Source: an optimization exercise on an open RTL-to-GDS flow (aim: small area, a short achievable clock period and few clock cycles per item). Production flows keep margins and buffers that such runs may drop.
At most, simulation tests tie the RTL to the original design; equivalence was not proved.

==> flow/design.v <==
module GCD_full
(
input [31:0] x_i,
input [31:0] y_i,
input calculate_new,
input clk,
input rstn,
output [31:0] data_o,
output data_ready_reg
);
localparam W = 33;
reg         busy;     
reg         fin;      
reg         shl;      
reg  [4:0]  k;        
reg  [W-1:0] a, b;
reg  [31:0] res;
reg         use_b;    
reg         inv;      
wire ao  = a[0];
wire bo  = b[0];
wire run = ~fin & ~shl;
wire m_sub  = run & ao & bo;
wire m_both = run & ~ao & ~bo;
wire [W-1:0] bx = (b & {W{use_b}}) ^ {W{inv}};
wire [W:0]   rc = {a, 1'b1} + {bx, inv};
wire [W-1:0] r  = rc[W:1];
wire rz = &(a[W-1:1] ^ bx[W-1:1]);
wire [1:0] t = m_both ? 2'd0 : r[1] ? 2'd0 : r[2] ? 2'd1 : r[3] ? 2'd2 : 2'd3;
wire [W-1:0] r1 = {r[W-1], r[W-1:1]};
wire [W+2:0] rx = {{3{r[W-1]}}, r1} >> t;
wire [W-1:0] rs = rx[W-1:0];
wire kz    = (k == 5'd0);
wire k31   = (k == 5'd31);
wire done  = busy & ~run & kz;
wire step  = busy & run;
wire start = ~busy & calculate_new;
wire fin_n = step & ((m_sub & rz) | (m_both & k31));
wire shl_n = busy & ~kz & (fin | shl);
reg [W-1:0] a_n, b_n;
always @(*) begin
    if (start)                  a_n = {1'b0, x_i};
    else if (busy & ~run & ~kz) a_n = {r[W-2:0], 1'b0};
    else if (step & ~(ao & ~bo)) a_n = rs;
    else                        a_n = a;
    if (start)                  b_n = {1'b0, y_i};
    else if (step & ~bo)        b_n = {b[W-1], b[W-1:1]};
    else if ((m_sub & (r[W-1] ^ a[W-1])) | (busy & fin)) b_n = a;
    else                        b_n = b;
end
assign data_ready_reg = done;
assign data_o = res;
always @(posedge clk or negedge rstn) begin
    if (!rstn) begin
        busy <= 1'b0;
        fin  <= 1'b0;
        shl  <= 1'b0;
    end else begin
        if (start) busy <= 1'b1;
        else if (done) busy <= 1'b0;
        fin <= fin_n;
        shl <= shl_n;
    end
end
always @(posedge clk) begin
    a <= a_n;
    b <= b_n;
    use_b <= a_n[0] | fin_n;
    inv   <= fin_n ? b_n[W-1] : ~(a_n[W-1] ^ b_n[W-1]);
    if (start) k <= 5'd0;
    else if (busy & ~run & ~kz) k <= k - 5'd1;
    else if (m_both & ~k31 & busy) k <= k + 5'd1;
    if (done) res <= r[31:0];
end
endmodule
export LEC_CHECK = 0
export CAP_MARGIN = 10
export CORE_MARGIN = 2
export CORE_UTILIZATION = 45
export SETUP_SLACK_MARGIN = 0.15
export SLEW_MARGIN = 10
create_clock -name core_clock -period 3.6 [get_ports {clk}]
standard.sh (not shown) runs the stock make flow with config.mk's settings and CLKGATE_MAP_FILE= SYNTH_SCRIPT=/design/flow/synth_recipe.tcl, a recipe that flattens the netlist after the stock synthesis.
==> flow/flow/run.sh <==
#!/bin/bash
# The standard layout, with the port buffers made from the smallest
# plain buffer instead of the delay buffer buffer_ports picks by default,
# and ORFS's power recovery (downsizing gates off the critical paths) on.
set -euo pipefail
bash standard.sh "BUFFER_PORTS_ARGS=-buffer_cell sky130_fd_sc_hd__buf_1" RECOVER_POWER=100 finish > standard_flow.log 2>&1
The baseline ran to the end with violations: max-capacitance violations, max-slew violations.
Testbench counts at the start, summed over its fixed seeds: cycles 24,109, items 960.
Edit:
==> flow/run.sh (new file) <==
#!/bin/bash
# synth_recipe.tcl (not shown) runs the flow's synth.tcl, then flattens the netlist and writes it again
# the make line also repeats each setting of config.mk as NAME=value (left out here)
make -C /OpenROAD-flow-scripts/flow DESIGN_CONFIG=/design/flow/config.mk WORK_HOME=/design/flow/orfs CLKGATE_MAP_FILE= SYNTH_SCRIPT=/design/flow/synth_recipe.tcl finish
CAP_MARGIN = 20   (was 10)
CORE_UTILIZATION = 40   (was 45)
SETUP_SLACK_MARGIN = 0.3   (was 0.15)
SLEW_MARGIN = 20   (was 10)
removed: flow/flow/run.sh
removed: flow/standard.sh
The new run completed without violations.
Cell area came out higher by about a fifth.
Hold slack gets better by 0.36 ns.
Setup slack loses 0.095 ns.
Via count went up slightly.
Routed wire length increases by a little under a tenth.
Core utilization climbs by 1.7 points.
Global-route usage goes down by 2.1 points.
Area after synthesis is unchanged.
Edit:
==> flow/flow/run.sh (new file) <==
#!/bin/bash
# The standard layout, with the port buffers made from the smallest
# plain buffer instead of the delay buffer buffer_ports picks by default,
# and ORFS's power recovery (downsizing gates off the critical paths) on.
set -euo pipefail
bash standard.sh "BUFFER_PORTS_ARGS=-buffer_cell sky130_fd_sc_hd__buf_1" RECOVER_POWER=100 finish > standard_flow.log 2>&1
==> flow/standard.sh (new file) <==
#!/bin/bash
# synth_recipe.tcl (not shown) runs the flow's synth.tcl, then flattens the netlist and writes it again
# the make line also repeats each setting of config.mk as NAME=value (left out here)
make -C /OpenROAD-flow-scripts/flow DESIGN_CONFIG=/design/flow/config.mk WORK_HOME=/design/flow/orfs CLKGATE_MAP_FILE= SYNTH_SCRIPT=/design/flow/synth_recipe.tcl "${@:-finish}"
CORE_UTILIZATION = 45   (was 40)
SETUP_SLACK_MARGIN = 0.2   (was 0.3)
removed: flow/run.sh
Cell count came out lower by a few percent.
Sequential share of layout area came out higher by 4.4 points.
Non-clock buffer count came out lower by 31.
Setup slack gains 0.096 ns.
Worst hold slack loses 0.38 ns.
Critical path depth stays the same.
Edit:
GPL_ROUTABILITY_DRIVEN = 0   (was unset)
Effect: With this change the flow completed and failed the layout checks on max-capacitance violations, max-slew violations, negative setup slack; non-clock buffer count rose by 13; core utilization rose by 3.9 points; critical path depth fell by 1; wire length rose by 4.8%; setup slack is worse by 0.20 ns; die area is unchanged; clock skew stays flat; maximum frequency fell by 5.4%.
Edit:
==> flow/flow/run.sh (replaced) <==
#!/bin/bash
# The standard layout, with the port buffers made from the smallest
# plain buffer instead of the delay buffer buffer_ports picks by default.
set -euo pipefail
bash standard.sh "BUFFER_PORTS_ARGS=-buffer_cell sky130_fd_sc_hd__buf_1" finish > standard_flow.log 2>&1
GPL_ROUTABILITY_DRIVEN = unset   (was 0)
What happened: This time the run ran to the end with no violations. Non-clock buffer count falls by 13. Fmax climbs by a few percent. Worst setup slack improved by 0.19 ns. Routed wire length drops by a few percent. Final cell count decreases slightly. Clock-buffer cell count goes down by 1. Global-route usage came out lower by 0.84 points. Clock skew barely changes.

========
RTL: the design.v shown in full above, as it stands there.
clock: 3.6 ns
lec_check: 0
cap_margin: 20
core_margin: 2
core_utilization: 50
setup_slack_margin: 0.15
slew_margin: 20
==> flow/flow/run.sh <==
#!/bin/bash
# The standard layout, with the port buffers made from the smallest
# plain buffer instead of the delay buffer buffer_ports picks by default.
set -euo pipefail
bash standard.sh "BUFFER_PORTS_ARGS=-buffer_cell sky130_fd_sc_hd__buf_1" finish > standard_flow.log 2>&1
The baseline finished with negative setup slack left.
Testbench counts at the start, summed over its fixed seeds: cycles 24,109, items 960.
Rerun with:
- CORE_UTILIZATION: 50 -> 40
- SETUP_SLACK_MARGIN: 0.15 -> unset
After rerunning: The changed run finished but fails on negative setup slack. Design area came out lower by 3.7%. Global-route usage came out lower by 7.5 points. Synthesized cell count is unchanged. Hold slack improves by 0.011 ns. Setup slack improves by 0.015 ns.

========
Starts from the design.v that is shown in full above.
Settings: LEC_CHECK=0, CAP_MARGIN=20, CORE_MARGIN=2, CORE_UTILIZATION=45, SETUP_SLACK_MARGIN=0.25, SLEW_MARGIN=20; clock period 3.6 ns.
==> flow/flow/run.sh <==
#!/bin/bash
# The standard layout, with the port buffers made from the smallest
# plain buffer instead of the delay buffer buffer_ports picks by default,
# and ORFS's power recovery (downsizing gates off the critical paths) on.
set -euo pipefail
bash standard.sh "BUFFER_PORTS_ARGS=-buffer_cell sky130_fd_sc_hd__buf_1" RECOVER_POWER=100 finish > standard_flow.log 2>&1
Testbench counts at the start, summed over its fixed seeds: cycles 24,109, items 960.
Change:
==> flow/run.sh (new file) <==
#!/bin/bash
# synth_recipe.tcl (not shown) runs the flow's synth.tcl, then flattens the netlist and writes it again
# the make line also repeats each setting of config.mk as NAME=value (left out here)
make -C /OpenROAD-flow-scripts/flow DESIGN_CONFIG=/design/flow/config.mk WORK_HOME=/design/flow/orfs CLKGATE_MAP_FILE= SYNTH_SCRIPT=/design/flow/synth_recipe.tcl finish
--- a/flow/config.mk
+++ b/flow/config.mk
@@ -8,5 +8,5 @@
 export CAP_MARGIN = 20
 export CORE_MARGIN = 2
-export CORE_UTILIZATION = 45
-export SETUP_SLACK_MARGIN = 0.25
+export CORE_UTILIZATION = 40
+export GPL_TIMING_DRIVEN = 0
 export SLEW_MARGIN = 20
removed: flow/flow/run.sh
removed: flow/standard.sh
After rerunning:
- With this change the flow completed, yet does not pass: negative setup slack
- area after synthesis stays the same
- die area is higher by 12%
- wire length increases by 6.1%
Change:
--- a/flow/config.mk
+++ b/flow/config.mk
@@ -8,5 +8,4 @@
 export CAP_MARGIN = 20
 export CORE_MARGIN = 2
-export CORE_UTILIZATION = 40
-export GPL_TIMING_DRIVEN = 0
+export CORE_UTILIZATION = 50
 export SLEW_MARGIN = 20
What happened: With this change the flow finished with timing, DRC and antenna clean; final area falls by 8.6%; setup slack improved by 320 ps; via count falls by 2.4%; sequential share of layout area rises by 2.6 points; register-to-register slack improved by 320 ps; count of clock-buffer cells in the layout is unchanged; area after synthesis stays the same; global-route usage rises by 5.1 points; wire length falls by about 7%.
Change:
==> flow/flow/run.sh (new file) <==
#!/bin/bash
# The standard layout, with the port buffers made from the smallest
# plain buffer instead of the delay buffer buffer_ports picks by default.
set -euo pipefail
bash standard.sh "BUFFER_PORTS_ARGS=-buffer_cell sky130_fd_sc_hd__buf_1" finish > standard_flow.log 2>&1
==> flow/standard.sh (new file) <==
#!/bin/bash
# synth_recipe.tcl (not shown) runs the flow's synth.tcl, then flattens the netlist and writes it again
# the make line also repeats each setting of config.mk as NAME=value (left out here)
make -C /OpenROAD-flow-scripts/flow DESIGN_CONFIG=/design/flow/config.mk WORK_HOME=/design/flow/orfs CLKGATE_MAP_FILE= SYNTH_SCRIPT=/design/flow/synth_recipe.tcl "${@:-finish}"
--- a/flow/config.mk
+++ b/flow/config.mk
@@ -8,4 +8,4 @@
 export CAP_MARGIN = 20
 export CORE_MARGIN = 2
-export CORE_UTILIZATION = 50
+export CORE_UTILIZATION = 45
 export SLEW_MARGIN = 20
removed: flow/run.sh
=> This time the run ran to the end with violations: negative setup slack; synthesized area stays the same; global-route usage went down by 3.4 points; flip-flop and latch count is unchanged; worst setup slack gets worse by 200 ps; via count shrinks by 2.1%.

========
Setup of tundra:
Starts from the design.v that is shown in full above.
==> flow/config.mk <==
export PLATFORM = sky130hd
export DESIGN_NAME = GCD_full
export DESIGN_NICKNAME = GCD_full
export VERILOG_FILES = /design/flow/design.v
export SDC_FILE = /design/flow/constraint.sdc
export NUM_CORES = 4
export LEC_CHECK = 0
export CAP_MARGIN = 20
export CORE_MARGIN = 2
export CORE_UTILIZATION = 45
export PLACE_DENSITY_LB_ADDON = 0.2
export SETUP_SLACK_MARGIN = 0.2
export SLEW_MARGIN = 20
==> flow/constraint.sdc <==
create_clock -name core_clock -period 3.6 [get_ports {clk}]
set_input_delay 0.7200 -clock core_clock [delete_from_list [all_inputs] [get_ports {clk}]]
set_output_delay 0.7200 -clock core_clock [all_outputs]
set_load 0.01 [all_outputs]
==> flow/flow/run.sh <==
#!/bin/bash
# The standard layout, with the port buffers made from the smallest
# plain buffer instead of the delay buffer buffer_ports picks by default,
# and ORFS's power recovery (downsizing gates off the critical paths) on.
set -euo pipefail
bash standard.sh "BUFFER_PORTS_ARGS=-buffer_cell sky130_fd_sc_hd__buf_1" RECOVER_POWER=100 finish > standard_flow.log 2>&1
Testbench counts of tundra, summed over its fixed seeds: cycles 24,109, items 960.
The inputs of nickel differ from those of tundra as listed below.
# tundra
export LEC_CHECK = 0
export CAP_MARGIN = 20
export CORE_MARGIN = 2
export CORE_UTILIZATION = 45
export PLACE_DENSITY_LB_ADDON = 0.2
export SETUP_SLACK_MARGIN = 0.2
export SLEW_MARGIN = 20
create_clock -name core_clock -period 3.6 [get_ports {clk}]
# nickel
export LEC_CHECK = 0
export CAP_MARGIN = 20
export CORE_MARGIN = 2
export CORE_UTILIZATION = 50
export SETUP_SLACK_MARGIN = 0.2
export SLEW_MARGIN = 20
create_clock -name core_clock -period 3.6 [get_ports {clk}]
==> results.txt <==
nickel: flow complete, layout not clean; failing: setup timing
Compared nickel against tundra; fraction of area in clock buffers and inverters within noise.
Where highest clock rate is concerned, tundra is better than nickel.
| final period utilization | nickel vs tundra | 4.5 points higher |
Relative to tundra, nickel degrades smallest hold slack.
Lower global-route met3 utilization goes to tundra over nickel.
Between nickel and tundra, the delay of the slowest critical-path stage is lower for tundra.
Relative to nickel, the following input files were edited for fjord:
# nickel
export LEC_CHECK = 0
export CAP_MARGIN = 20
export CORE_MARGIN = 2
export CORE_UTILIZATION = 50
export SETUP_SLACK_MARGIN = 0.2
export SLEW_MARGIN = 20
create_clock -name core_clock -period 3.6 [get_ports {clk}]
# fjord
export LEC_CHECK = 0
export CAP_MARGIN = 20
export CORE_MARGIN = 2
export CORE_UTILIZATION = 40
export SLEW_MARGIN = 20
create_clock -name core_clock -period 3.6 [get_ports {clk}]
==> flow/run.sh (new file) <==
#!/bin/bash
# synth_recipe.tcl (not shown) runs the flow's synth.tcl, then flattens the netlist and writes it again
# the make line also repeats each setting of config.mk as NAME=value (left out here)
make -C /OpenROAD-flow-scripts/flow DESIGN_CONFIG=/design/flow/config.mk WORK_HOME=/design/flow/orfs CLKGATE_MAP_FILE= SYNTH_SCRIPT=/design/flow/synth_recipe.tcl finish
removed: flow/flow/run.sh
removed: flow/standard.sh
## What came out
Looking at the reports, fjord completed the entire flow and the layout it produced met the timing, design-rule and antenna checks. fjord: die extent in x 11% above nickel. The number of inserted filler cells in the final layout of fjord exceeds that of nickel by about 40%.

========
Another version of the RTL of GCD_full (not shown whole).
Size: ~910 cells after synthesis, roughly 100 flip-flops.
==> flow/design.v (excerpt) <==
module GCD_full
(
input [31:0] x_i,
input [31:0] y_i,
input calculate_new,
input clk,
input rstn,
output [31:0] data_o,
output data_ready_reg
);
Settings: LEC_CHECK=0, CAP_MARGIN=20, CORE_MARGIN=2, CORE_UTILIZATION=50, SETUP_SLACK_MARGIN=0.2, SLEW_MARGIN=20; clock period 3.6 ns.
run.sh (not shown) runs the stock make flow with config.mk's settings and CLKGATE_MAP_FILE= SYNTH_SCRIPT=/design/flow/synth_recipe.tcl, a recipe that flattens the netlist after the stock synthesis.
Stock flow here: none of the scripts above is used.
The first run completed and failed the layout checks on setup timing.
Edit:
--- a/flow/config.mk
+++ b/flow/config.mk
@@ -8,5 +8,5 @@
 export CAP_MARGIN = 20
 export CORE_MARGIN = 2
-export CORE_UTILIZATION = 50
-export SETUP_SLACK_MARGIN = 0.2
+export CORE_UTILIZATION = 65
+export SETUP_SLACK_MARGIN = 0.15
 export SLEW_MARGIN = 20
After rerunning: This time the run failed in 5_1_grt with GRT-0116. Synthesized cell count is unchanged. Synthesized area stays the same.
Edit:
--- a/flow/config.mk
+++ b/flow/config.mk
@@ -8,5 +8,5 @@
 export CAP_MARGIN = 20
 export CORE_MARGIN = 2
-export CORE_UTILIZATION = 65
-export SETUP_SLACK_MARGIN = 0.15
+export CORE_UTILIZATION = 40
+export SETUP_SLACK_MARGIN = 0.2
 export SLEW_MARGIN = 20
Outcome:
- Now the flow ran to the end with violations: setup timing
- synthesized cell count does not change
- synthesized area is unchanged
Edit:
--- a/flow/config.mk
+++ b/flow/config.mk
@@ -8,5 +8,4 @@
 export CAP_MARGIN = 20
 export CORE_MARGIN = 2
-export CORE_UTILIZATION = 40
-export SETUP_SLACK_MARGIN = 0.2
+export CORE_UTILIZATION = 65
 export SLEW_MARGIN = 20
The new run ended with an error in 5_1_grt (GRT-0232); area after synthesis is unchanged; synthesized cell count is unchanged.
Edit:
--- a/flow/config.mk
+++ b/flow/config.mk
@@ -8,4 +8,4 @@
 export CAP_MARGIN = 20
 export CORE_MARGIN = 2
-export CORE_UTILIZATION = 65
+export CORE_UTILIZATION = 40
 export SLEW_MARGIN = 20
Outcome:
- This time the run finished but fails on setup timing
- area after synthesis is unchanged
- synthesized cell count is unchanged
No functional check of the RTL was part of any run of this note.

-- separate check: timing with driven ports --
No port has a modelled driver above. Below, the same layouts with a new extraction and two added sets of constraints.
Step 1 (the two cells are an assumption about what drives the block):
set clk [get_ports {clk}]
set_driving_cell -lib_cell sky130_fd_sc_hd__clkbuf_16 $clk
set_driving_cell -lib_cell sky130_fd_sc_hd__buf_2 [delete_from_list [all_inputs] $clk]
Step 2 also shifts input and output timing later by t, the mid clock arrival at the registers, as if the neighbouring blocks saw the same clock.
Three values: ideal, step 1, step 2; two values: the first two.
run | shift t [ns] | setup WS [ns] | hold WS [ns] | worst setup path at the end
the first run of note 1 | 0.405 | 0.155 / 0.155 / 0.155 | 0.177 / 0.157 / 0.552 | register to register
the second run of note 1 | 0.408 | 0.060 / 0.060 / 0.060 | 0.536 / 0.514 / 0.545 | register to register
the third run of note 1 | 0.403 | 0.156 / 0.156 / 0.156 | 0.154 / 0.134 / 0.537 | register to register
the fourth run of note 1 | 0.404 | -0.040 / -0.040 / -0.040 | 0.145 / 0.128 / 0.533 | register to register
the fifth run of note 1 | 0.404 | 0.154 / 0.154 / 0.154 | 0.154 / 0.134 / 0.539 | register to register
the first run of note 2 | 0.404 | -0.058 / -0.058 / -0.058 | 0.141 / 0.121 / 0.525 | register to register
the second run of note 2 | 0.414 | -0.042 / -0.042 / -0.042 | 0.152 / 0.127 / 0.541 | register to register
the first run of note 3 | 0.402 | 0.108 / 0.108 / 0.108 | 0.155 / 0.134 / 0.537 | register to register
the second run of note 3 | 0.406 | -0.153 / -0.153 / -0.153 | 0.535 / 0.517 / 0.560 | register to register
the third run of note 3 | 0.400 | 0.166 / 0.166 / 0.166 | 0.538 / 0.517 / 0.566 | register to register
the fourth run of note 3 | 0.401 | -0.035 / -0.035 / -0.035 | 0.168 / 0.154 / 0.543 | register to register
tundra | 0.409 | 0.155 / 0.155 / 0.155 | 0.156 / 0.137 / 0.547 | register to register
nickel | 0.403 | -0.009 / -0.009 / -0.009 | 0.143 / 0.124 / 0.527 | register to register
fjord | 0.405 | 0.121 / 0.121 / 0.121 | 0.543 / 0.525 / 0.548 | register to register
the first run of note 5 | 0.405 | -0.243 / -0.243 / -0.243 | 0.518 / 0.497 / 0.526 | register to register
the third run of note 5 | 0.406 | -0.148 / -0.148 / -0.148 | 0.510 / 0.484 / 0.510 | register to register
the fifth run of note 5 | 0.401 | -0.044 / -0.044 / -0.044 | 0.490 / 0.490 / 0.490 | register to register
